Context: an optimization exercise on an open-source flow, tuned for small area. The choices shown serve that exercise and are no tape-out recipe. In this exercise RTL edits were held to simulation tests only and were not proved equivalent to the original. Power is estimated from default activity; no workload was simulated. The flow treats the clock pin as an ideal source, which a real chip does not have.

[design/flow/design.v]
module	VGA_Controller(
						iRed,
						iGreen,
						iBlue,
						oRequest,
						oVGA_R,
						oVGA_G,
						oVGA_B,
						oVGA_H_SYNC,
						oVGA_V_SYNC,
						oVGA_SYNC,
						oVGA_BLANK,
						iCLK,
						iRST_N,
						iZOOM_MODE_SW,
						oDATA_TO_FLASH,
						oSTART_WRITE,
						oDATA_COUNT,
						pixel_counter,
						iDraw,
						i_key_up,
						i_key_down,
						i_sobel,
						o_vga_test
							);
input		[9:0]	iRed;
input		[9:0]	iGreen;
input		[9:0]	iBlue;
output	reg			oRequest;
output	reg	[9:0]	oVGA_R;
output	reg	[9:0]	oVGA_G;
output	reg	[9:0]	oVGA_B;
output	reg			oVGA_H_SYNC;
output	reg			oVGA_V_SYNC;
output	wire		oVGA_SYNC;
output	reg			oVGA_BLANK;
input				iCLK;
input				iRST_N;
input				iZOOM_MODE_SW;
output	reg	[15:0]	oDATA_TO_FLASH;
output	reg			oSTART_WRITE;
output	reg	[12:0]	oDATA_COUNT;
output	reg	[16:0]	pixel_counter;
input				iDraw;
input				i_key_down;
input				i_key_up;
input				i_sobel;
output	wire [11:0]	o_vga_test;
assign oVGA_SYNC  = 1'b0;
assign o_vga_test = 12'd0;
reg		[9:0]	H_Cont;		 
reg		[9:0]	V_Cont;		 
reg				mVGA_H_SYNC;
reg				mVGA_V_SYNC;
always @(posedge iCLK or negedge iRST_N) begin
	if (!iRST_N) begin
		H_Cont <= 0;
		mVGA_H_SYNC <= 0;
	end else begin
		H_Cont <= (H_Cont < 800) ? H_Cont + 10'd1 : 10'd0;
		mVGA_H_SYNC <= (H_Cont >= 96);
	end
end
always @(posedge iCLK or negedge iRST_N) begin
	if (!iRST_N) begin
		V_Cont <= 0;
		mVGA_V_SYNC <= 0;
	end else if (H_Cont == 0) begin
		V_Cont <= (V_Cont < 527) ? V_Cont + 10'd1 : 10'd0;
		mVGA_V_SYNC <= (V_Cont >= 4);
	end
end
wire h_act = (H_Cont >= 144) && (H_Cont < 784);
wire v_act = (V_Cont >= 35) && (V_Cont < 515);
wire act   = h_act && v_act;
wire c_odd = H_Cont[0];			 
wire c0    = (H_Cont == 144);	 
wire c_hi  = (H_Cont >= 782);	 
wire c_end = (H_Cont == 783);	 
wire v_odd = V_Cont[0];
reg				run;
always @(posedge iCLK or negedge iRST_N) begin
	if (!iRST_N) run <= 0;
	else if (act) run <= 1;
end
reg		[5:0]	k;
always @(posedge iCLK or negedge iRST_N) begin
	if (!iRST_N) k <= 6'd15;
	else if (i_key_up) k <= (k <= 50) ? k + 6'd1 : k;
	else if (i_key_down) k <= (k >= 1) ? k - 6'd1 : k;
end
wire	[1:0]	qtr = (H_Cont < 304) ? 2'd0 : (H_Cont < 464) ? 2'd1 :
					  (H_Cont < 624) ? 2'd2 : 2'd3;
wire	[7:0]	t1_lo, t2_lo, t1_hi, t2_hi;
genvar g;
generate for (g = 0; g < 8; g = g + 1) begin : PL
	localparam integer K = 161 + 160 * (g % 4);
	reg		[1601:0]	r;
	always @(posedge iCLK) begin
		r <= {r[1600:0], act ? iGreen[g] : (run & r[1601])};
		if (act && qtr == (g % 4)) r[K] <= iGreen[8 + g / 4];
	end
	assign t1_lo[g] = r[800];
	assign t2_lo[g] = r[1601];
	assign t1_hi[g] = r[K + 800];
	assign t2_hi[g] = r[K - 1];
end endgenerate
wire	[9:0]	x640  = {t1_hi[4 + qtr], t1_hi[qtr], t1_lo};
wire	[9:0]	x1280 = {t2_hi[4 + qtr], t2_hi[qtr], t2_lo};
wire	[9:0]	u = iGreen - x1280;
wire	[9:0]	z = iGreen + x1280 + {x640[8:0], 1'b0};
reg		[9:0]	u1, u2, z1, z2;
always @(posedge iCLK or negedge iRST_N) begin
	if (!iRST_N) begin
		u1 <= 0; u2 <= 0; z1 <= 0; z2 <= 0;
	end else if (act) begin
		u1 <= u;  u2 <= u1;
		z1 <= z;  z2 <= z1;
	end
end
wire	[9:0]	gx = u + {u1[8:0], 1'b0} + u2;
wire	[9:0]	gy = z2 - z;
wire	[9:0]	sum = (gx ^ {10{gx[9]}}) + (gy ^ {10{gy[9]}}) + gx[9] + gy[9];
wire	[10:0]	q11 = ({1'b0, sum} + 11'd19) / 11'd20;
wire	[5:0]	q = q11[5:0];
reg		[5:0]	qp;			 
reg		[5:0]	q1h;		 
always @(posedge iCLK or negedge iRST_N) begin
	if (!iRST_N) qp <= 0;
	else if (act && c_odd) qp <= q;
end
always @(posedge iCLK) begin
	if (act && H_Cont == 145) q1h <= q;
end
wire	c2   = (H_Cont == 146);
wire	[5:0]	pm  = c2 ? q : ((qp >= q) ? qp : q);
wire	[7:0]	pd  = {c2 | (q >= qp), !c2 && (qp >= q), pm};	 
wire	[3:0]	pd_h = pd[3:0];
wire	[3:0]	pd_p = pd[7:4];
wire	[1:0]	qtr2 = (H_Cont < 302) ? 2'd0 : (H_Cont < 462) ? 2'd1 :
					   (H_Cont < 622) ? 2'd2 : 2'd3;
wire shift    = act && !c_odd;
wire prow_odd = c0 ? v_odd : ~v_odd;		 
wire pr;									 
wire	[3:0]	h1n, h1l, h2n, h2l, p1n, p1l, p2n, p2l, bq, dq;
wire			dl;
generate for (g = 0; g < 4; g = g + 1) begin : QL
	localparam integer D = 160 + 160 * g;
	reg		[800:0]		r;
	always @(posedge iCLK) begin
		r <= {r[799:0], shift ? pd_h[g] : (run & r[800])};
		if (shift) r[1] <= pd_p[g];
		if (shift && qtr == g) begin
			r[D] <= pr;
			if (!prow_odd) r[D + 1] <= bq[qtr] | pr;
		end
	end
	assign h1n[g] = r[797];  assign h1l[g] = r[636];
	assign h2n[g] = r[798];  assign h2l[g] = r[637];
	assign p1n[g] = r[798];  assign p1l[g] = r[637];
	assign p2n[g] = r[799];  assign p2l[g] = r[638];
	assign bq[g]  = r[D - 1];
	assign dq[g]  = r[D - 2];
	if (g == 0) begin : L0
		assign dl = r[798];
	end
end endgenerate
wire	late1 = (H_Cont == 781);		 
wire	late2 = (H_Cont == 782);		 
wire	c639  = (H_Cont == 783);
wire	[3:0]	hh = c_odd ? (late1 ? h1l : h1n) : (late2 ? h2l : h2n);
wire	[3:0]	pp = c_odd ? (late1 ? p1l : p1n) : (late2 ? p2l : p2n);
wire	[5:0]	mq = c639 ? q1h : {pp[1:0], hh};
wire			sq = c639 | (c_odd ? pp[2] : pp[3]);
wire			hit = sq && (mq > k);
reg				t1;			 
always @(posedge iCLK or negedge iRST_N) begin
	if (!iRST_N) t1 <= 0;
	else if (act && c_odd) t1 <= hit;
end
assign pr = t1 | hit;
wire fblk = c_hi ? dl : dq[qtr2];
reg				Result;
reg		[15:0]	Ave;
reg		[4:0]	P_Cont;
reg				draw;
wire cap = act && draw && c_odd && v_odd;
always @(posedge iCLK or negedge iRST_N) begin
	if (!iRST_N) draw <= 0;
	else if (oDATA_COUNT >= 7500) draw <= 0;
	else if (H_Cont == 0 && V_Cont == 0 && iDraw) draw <= 1;
end
always @(posedge iCLK) begin
	if (cap) Ave <= {Ave[14:0], Result && (H_Cont > 244) && (V_Cont > 85)};
end
always @(posedge iCLK or negedge iRST_N) begin
	if (!iRST_N) begin
		Result <= 0;
		P_Cont <= 0;
		oDATA_TO_FLASH <= 0;
		oDATA_COUNT <= 0;
		oSTART_WRITE <= 0;
		pixel_counter <= 0;
	end else begin
		if (shift) Result <= fblk;
		if (!act) P_Cont <= 0;
		oSTART_WRITE <= 0;
		if (cap) begin
			if (Result && (H_Cont >= 244) && (V_Cont >= 85))
				pixel_counter <= pixel_counter + 17'd1;
			if (P_Cont[4]) begin
				P_Cont <= 1;
				oDATA_TO_FLASH <= Ave;
				oSTART_WRITE <= 1;
				oDATA_COUNT <= oDATA_COUNT + 13'd1;
			end else
				P_Cont <= P_Cont + 5'd1;
		end
	end
end
wire border = (H_Cont == 244 || V_Cont == 85) && (H_Cont >= 244) && (V_Cont >= 85);
wire [9:0] res10 = {10{Result}};
always @(posedge iCLK or negedge iRST_N) begin
	if (!iRST_N) begin
		oVGA_R <= 0;
		oVGA_G <= 0;
		oVGA_B <= 0;
		oVGA_BLANK <= 0;
		oVGA_H_SYNC <= 0;
		oVGA_V_SYNC <= 0;
		oRequest <= 0;
	end else begin
		oVGA_R <= border ? 10'd1023 : act ? (i_sobel ? res10 : iRed)   : 10'd0;
		oVGA_G <= border ? 10'd0    : act ? (i_sobel ? res10 : iGreen) : 10'd0;
		oVGA_B <= border ? 10'd0    : act ? (i_sobel ? res10 : iBlue)  : 10'd0;
		oVGA_BLANK <= mVGA_H_SYNC & mVGA_V_SYNC;
		oVGA_H_SYNC <= mVGA_H_SYNC;
		oVGA_V_SYNC <= mVGA_V_SYNC;
		oRequest <= (H_Cont >= 142) && (H_Cont < 782) && v_act;
	end
end
endmodule
[design/flow/flow/run.sh]
#!/bin/bash
set -uo pipefail
export CTS_ARGS="-sink_clustering_enable -repair_clock_nets -sink_clustering_size 34 -sink_clustering_max_diameter 60 -dont_use_dummy_load"
export BUFFER_PORTS_ARGS="-buffer_cell sky130_fd_sc_hd__buf_1"
bash standard.sh > standard.log 2>&1
rc=$?
cp -r orfs/logs flow_logs 2>/dev/null
exit $rc
[design/flow/standard.sh]
#!/bin/bash
# synth_recipe.tcl (not shown) runs the flow's synth.tcl, then flattens the netlist and writes it again
# the make line also repeats each setting of config.mk as NAME=value (left out here)
make -C /OpenROAD-flow-scripts/flow DESIGN_CONFIG=/design/flow/config.mk WORK_HOME=/design/flow/orfs CLKGATE_MAP_FILE= SYNTH_SCRIPT=/design/flow/synth_recipe.tcl "${@:-finish}"
[design/flow/config.mk]
export PLATFORM = sky130hd
export DESIGN_NAME = VGA_Controller
export DESIGN_NICKNAME = VGA_Controller
export VERILOG_FILES = /design/flow/design.v
export SDC_FILE = /design/flow/constraint.sdc
export NUM_CORES = 4
export LEC_CHECK = 0
export ABC_AREA = 1
export CAP_MARGIN = 20
export CORE_MARGIN = 2
export CORE_UTILIZATION = 70
export SLEW_MARGIN = 20
[design/flow/constraint.sdc]
create_clock -name core_clock -period 20.0 [get_ports {iCLK}]
set_input_delay 4.0000 -clock core_clock [delete_from_list [all_inputs] [get_ports {iCLK}]]
set_output_delay 4.0000 -clock core_clock [all_outputs]
set_load 0.01 [all_outputs]
==> results.yml, run 1 <==
yosys:
  yosys.area.top_type: "dfxtp_1"
  synth_top_flop_cell: "dfxtp_1"
  synth.avg_cell_area_um2: 19.0
  async_reset_ff_frac: 0.0100
  yosys_warnings: 1
  syn_area_um2: 333000
  seq_area_frac_synth: 0.977
  synth_area_leaders: "dfxtp_1, dfrtp_1, nand2_1"
  synth_seq_cells: 16204
  ys_types: 61
  synth_top_cell_area_share: 0.963
  synth-edff-count: 22
  synth_cells: 17544
clocking:
  cts_tree: "built"
  clkLatencyLatePin_ps: 1030
  cts_sinks: 16204
  cts_buffer_depth: 4
  cts_made_buffers: 584
  path_clk_slew_ps: 110
  clockRootBuffer: "clkbuf_16"
  htreeDepth: 6
  cts_setup_buffers: 0
  cts-hold-fix-buffers: 0
  cts.repair.resized: 0
grt:
  grtUsageTotal: 0.137
  grt_start_max_net_pins: 77
  top_usage_layer: "met1"
  grt_overflow: 0
  grtUsageMet2: 0.183
  grt_pass1_vias: 102684
  met3_usage: 0.0221
  grt_pass1_wl_um: 542000
  grt_use_met1: 0.232
  antenna_found_initial: 18
place:
  place_inst: 23890
  dp_hpwl_um: 163000
  port_buffers: 116
  place.gp.congestion: 0.732
critical_path:
  reg2reg_depth: 60
  r2r_end: "QL[1].r[1]"
  path_max_fanout: 10
  endpoint_kind: "register"
  critPathSlowestCell: "fa_1"
  crit_top_cell: "nand2_2"
  slowest_delay_ps: 510
  required_ps: 20880
  path_class: "in2reg"
  cp-start-kind: "input port"
  cp.arrival_ps: 13520
  rr_startpoint: "PL[0].r[1601]"
  reg2reg_slack_ps: 10570
pwr:
  vdd_drop_max_mv: 0.305
  pwr_density_cell_nw_per_um2: 135
  p_leak_uw: 0.143
timing:
  fmax_mhz: 79.1
  setup_viol_count_final: 0
  fin_skew_ps: 80.1
  hold_viol: 0
  rsz0062_at_grt: "false"
  worst_slew_pin_slew_ps: 1030
  fin_crit_sh: 0.632
  drv_slew: 0
  hold_ws_ps: 250
  period_minus_slack_ps: 12640
  slew_headroom: 0.311
  tns_ps: 0
route:
  drc: 0
  drt_iter0_drc: 5219
  wirelength_um: 332000
  num_vias: 104991
  first_pass_iters: 5
  viasPerCell: 4.29
  postRouteAntennaNets: 0
  wire_per_inst_um: 13.6
finish:
  num-nets-final: 18370
  drive_gt1_frac: 0.0371
  syn_to_final_growth_pct: 6.86
  multi_input_area_um2: 6560
  seqCellArea_um2: 325000
  nFillCells: 27238
  fin_cells: 24482
hold_path:
  hold_class: "reg2reg"
  holdPathStages: 0
  worstHoldStart: "PL[2].r[503]"
  min_to: "PL[2].r[504]"
outcome:
  status: "complete, no violations"
flow_run:
  maxCapViolations: 0
floorplan:
  die-area_um2: 481000
  ios: 131
  initial_utilization: 0.702
  die_y_um: 694
  core_um2: 474000
  row_count: 253
  die-width_um: 694
-- worst max-delay path: cells and delay by family --
family / cells / cell delay, ps
xor+xnor: 4 / 760
fa+ha+maj: 8 / 2590
buf+inv: 10 / 1070
simple gates: 31 / 3220
compound gates: 9 / 1810
-- registers in the layout (all words and copies together), names as in the netlist, 13 cells and up --
signal	cells
PL.r	12816
QL.r	3204
pixel_counter	17
Ave	16
oDATA_TO_FLASH	16
oDATA_COUNT	13
-- kinds of logic (layout without fill, tap and decap cells) --
| group | count (synthesis) | after routing | share of synthesized area |
|---|---|---|---|
| flops | 16204 | 16204 | 0.977 |
| other cells | 1 | 21 | 0.0000113 |
| mux | 5 | 5 | 0.000154 |
| compound gates | 223 | 223 | 0.00389 |
| fa+ha+maj | 104 | 104 | 0.00438 |
| simple gates | 629 | 629 | 0.00852 |
| buf+inv | 282 | 953 | 0.00333 |
| xor+xnor | 96 | 96 | 0.00257 |
-- per-layer routing --
| metal | vias up | wire (um) | part of all wire |
|---|---|---|---|
| met5 | - | 0 | 0 |
| met4 | 0 | 8520 | 0.026 |
| met3 | 628 | 11500 | 0.035 |
| met2 | 909 | 122000 | 0.37 |
| met1 | 48819 | 190000 | 0.57 |
| li1 | 54635 | - | - |
-- area by class of cell --
cell class	count	area share
Tap cell	6247	0.0220
Inverter	243	0.00256
Clock buffer	584	0.0411
Antenna cell	8	0.0000563
Timing Repair Buffer	126	0.00146
Multi-Input combinational cell	1070	0.0184
Sequential cell	16204	0.914
-- how the worst max path moves through the flow --
stage          startpoint          to  slack (ps)  cells past startpoint
2_1_floorplan   iGreen[0]  QL[0].r[1]        8070                     58
3_3_place_gp    iGreen[0]  QL[0].r[1]        6210                     62
3_5_place_dp    iGreen[0]  QL[1].r[1]        6280                     62
4_1_cts         iGreen[0]  QL[1].r[1]        7340                     62
5_1_grt         iGreen[0]  QL[1].r[1]        6380                     62
6_report        iGreen[0]  QL[1].r[1]        7360                     62
-- placed cells by master (no fill, tap or decap), types with 51 or more instances in the layout --
cell type,Yosys,final
dfxtp_1,16020,16020
a21oi_1,64,64
inv_1,228,227
o21ai_0,82,82
nor2_1,91,91
ha_1,83,83
clkbuf_16,0,584
buf_1,3,115
dfrtp_1,158,158
nand3_1,101,101
xor2_1,51,51
nand2_1,327,326
-- where the power goes --
| part | internal (uW) | switching, uW | total (uW) |
|---|---|---|---|
| registers | 32300 | 6.55 | 32300 |
| clock network | 5290 | 8410 | 13700 |
| logic | 686 | 1430 | 2120 |
-- per-stage QoR --
stage	total power (uW)	utilization	setup slack [ps]	instance area (um^2)
floorplan	34800	-	8070	333000
global placement	35200	0.720	6210	341000
detailed placement	35200	0.720	6280	341000
CTS	48600	0.750	7340	356000
global route	50000	0.750	6380	356000
finish	48200	0.750	7360	356000
-- synth_stat cells (4+ instances only) --
cell / count
dfxtp_1: 16020
nand2_1: 327
inv_1: 228
dfrtp_1: 158
nand3_1: 101
nor2_1: 91
ha_1: 83
o21ai_0: 82
a21oi_1: 64
xor2_1: 51
xnor2_1: 43
nand2_2: 31
nor3_1: 23
clkbuf_1: 22
edfxtp_1: 22
fa_1: 21
nand4_1: 17
o211ai_1: 16
buf_4: 13
inv_2: 11
o22ai_1: 11
a31oi_1: 9
nand2_4: 6
nor4_1: 6
o21bai_1: 6
nand3_2: 5
o21ai_1: 5
a211oi_1: 4
a21o_1: 4
clkinv_1: 4
dfstp_2: 4
mux2i_1: 4
nor3_2: 4
nor3b_1: 4
or2_2: 4
==> inputs of run 2 (changes only) <==
==> design/flow/flow/run.sh (replaced) <==
#!/bin/bash
set -uo pipefail
export CTS_ARGS="-sink_clustering_enable -repair_clock_nets -sink_clustering_size 36 -sink_clustering_max_diameter 60 -dont_use_dummy_load"
export BUFFER_PORTS_ARGS="-buffer_cell sky130_fd_sc_hd__buf_1"
bash standard.sh > standard.log 2>&1
rc=$?
cp -r orfs/logs flow_logs 2>/dev/null
exit $rc
==> results.yml, run 2 <==
route:
  first_pass_iters: 5
  postRouteAntennaNets: 0
  drc: 0
  wirelength_um: 329000
  wire_per_inst_um: 13.5
  drt_iter0_drc: 5154
  num_vias: 104898
  viasPerCell: 4.29
finish:
  largest_reg_flops: 12816
  final_area_um2: 356000
  final_common_cell: "dfxtp_1"
  layout_common_cells: "dfxtp_1, clkbuf_16, nand2_1"
  syn_to_final_growth_pct: 6.76
  top_register: "PL.r"
  reg_top3: "PL.r x12816, QL.r x3204, pixel_counter x17"
  fin_cells: 24469
  num-nets-final: 18357
  drive_gt1_frac: 0.0364
timing:
  fin_skew_ps: 84.3
  hold_viol: 0
  setup_viol_count_final: 0
  fmax_mhz: 79.2
  rsz0062_at_grt: "false"
  tns_ps: 0
  period_minus_slack_ps: 12620
  worst_slew_pin_slew_ps: 1050
  drv_slew: 0
  slew_headroom: 0.298
  hold_ws_ps: 251
  fin_crit_sh: 0.631
grt:
  grt_pass1_wl_um: 539000
  antenna_found_initial: 17
  grtUsageTotal: 0.136
  grt_pass1_vias: 102182
  grt_overflow: 0
  grt_start_max_net_pins: 77
clocking:
  htreeDepth: 6
  cts_tree: "built"
  clockRootBuffer: "clkbuf_16"
  clkLatencyLatePin_ps: 1040
  cts-hold-fix-buffers: 0
  cts_made_buffers: 571
  cts_sinks: 16204
  cts.repair.resized: 0
  path_clk_slew_ps: 110
  cts_setup_buffers: 0
  cts_buffer_depth: 4
place:
  port_buffers: 116
  place.gp.congestion: 0.732
  dpl_cell_area_um2: 341000
  dp_hpwl_um: 163000
  place_inst: 23890
yosys:
  syn_area_um2: 333000
  seq_area_frac_synth: 0.977
  yosysMostFrequentCell: "dfxtp_1"
  synth_seq_cells: 16204
  ys_top_cells_by_count: "dfxtp_1, nand2_1, inv_1, dfrtp_1, nand3_1"
  synth_area_leaders: "dfxtp_1, dfrtp_1, nand2_1"
  yosys_warnings: 1
  synth_top_cell_area_share: 0.963
  yosys.area.top_type: "dfxtp_1"
  synth.avg_cell_area_um2: 19.0
  ys_types: 61
  async_reset_ff_frac: 0.0100
  synth_cells: 17544
  synth-edff-count: 22
  synth_top_flop_cell: "dfxtp_1"
floorplan:
  die-width_um: 694
  core_um2: 474000
  die-area_um2: 481000
  ios: 131
  row_count: 253
  die_y_um: 694
  initial_utilization: 0.702
pwr:
  totalPowerFinal_uw: 48000
  p_leak_uw: 0.143
  pwr_density_cell_nw_per_um2: 135
  vdd_drop_max_mv: 0.296
critical_path:
  path_class: "in2reg"
  slowest_delay_ps: 510
  cp.arrival_ps: 13500
  endpoint_kind: "register"
  crit_top_cell: "nand2_2"
  worst_path_dominant_cell_family: "simple AND/OR/NAND/NOR gates"
  path_max_fanout: 10
  cp-start-kind: "input port"
  critPathSlowestCell: "fa_1"
  crit_buf_inv: 10
  required_ps: 20880
flow_run:
  maxCapViolations: 0
hold_path:
  hold_class: "reg2reg"
outcome:
  status: "complete, no violations"
-- run 2: cell counts after synthesis --
No cell type changed its count.
-- run 2: worst register-to-register path: cells and delay by family (launching register included) --
family	cells	cell delay, ps
fa+ha+maj	8	2550
xor+xnor	4	770
simple gates	31	3240
buf+inv	8	620
compound gates	9	1820
flops	1	330
-- run 2: logic make-up (layout without fill, tap and decap cells) --
logic type / Yosys count / in the layout / synth area share
AOI/OAI and AO/OA: 223 / 223 / 0.00389
xor gates and xnor gates: 96 / 96 / 0.00257
adders and majority gates: 104 / 104 / 0.00438
buffers and inverters: 282 / 940 / 0.00333
DFF: 16204 / 16204 / 0.977
muxes: 5 / 5 / 0.000154
other: 1 / 21 / 0.0000113
and+or+nand+nor: 629 / 629 / 0.00852
-- run 2: path summary, 6_finish.rpt --
check                                 end  slack, ps           from  cells past startpoint
hold / removal               PL[2].r[504]        250   PL[2].r[503]                      0
setup / recovery               QL[1].r[1]       7380      iGreen[0]                     62
max in group asynchronous     mVGA_V_SYNC      15770         iRST_N                      2
min in group asynchronous  oDATA_COUNT[0]       2990         iRST_N                      1
hold reg to reg              PL[2].r[504]        250   PL[2].r[503]                      0
setup reg to reg               QL[1].r[1]      10580  PL[0].r[1601]                     60
-- run 2: layer usage --
layer,track usage,vias to the layer above,wire length [um]
met2,0.181,908,120000
met1,0.231,48757,189000
met3,0.0214,631,11700
met4,0.0375,0,8850
li1,-,54602,-
met5,0,-,0
-- run 2: layout make-up --
class	count	area, um^2
Antenna cell	8	20.0
Clock buffer	571	14300
Fill cell	27323	119000
Inverter	243	912
Multi-Input combinational cell	1070	6560
Sequential cell	16204	325000
Tap cell	6247	7820
Timing Repair Buffer	126	518
-- run 2: report_power, final --
| group | switching, uW | total [uW] | internal (uW) |
|---|---|---|---|
| sequential | 6.55 | 32300 | 32300 |
| combinational | 1440 | 2120 | 686 |
| clock | 8370 | 13600 | 5180 |
| total | 9810 | 48000 | 38200 |
-- run 2: per-stage QoR --
| stage | setup slack (ps) | util |
|---|---|---|
| global placement | 6210 | 0.720 |
| CTS | 7340 | 0.750 |
| detailed placement | 6280 | 0.720 |
| global route | 6380 | 0.750 |
| floorplan | 8070 | - |
| finish | 7380 | 0.750 |

## re-timing with driven ports
The results above use ideal ports. As a check the final layouts listed here were re-extracted and re-timed, cells and wires unchanged. Step 1 assumes that a clkbuf_16 drives the clock port and a buf_2 every other input. Step 2 adds t to the input delays and takes it off the output delays; t is the mean of the earliest and latest rising clock arrival at the registers after step 1. Input paths then give back, and output paths get back, about the clock's delay inside the block. Three values: ideal, step 1, step 2; two values: the first two.
| run | t, ns | slack for setup (ns) | hold WS [ns] | worst setup path at the end |
|---|---|---|---|---|
| run 1 | 1.111 | 7.360 / 7.446 / 6.335 | 0.250 / 0.250 / 0.250 | input to register |
| run 2 | 1.121 | 7.380 / 7.466 / 6.346 | 0.251 / 0.251 / 0.251 | input to register |
After both steps setup and hold are still met in every run listed. The setup slack of run 2, which loses most, moves by +0.086 ns with the drivers and by -1.034 ns with both steps.
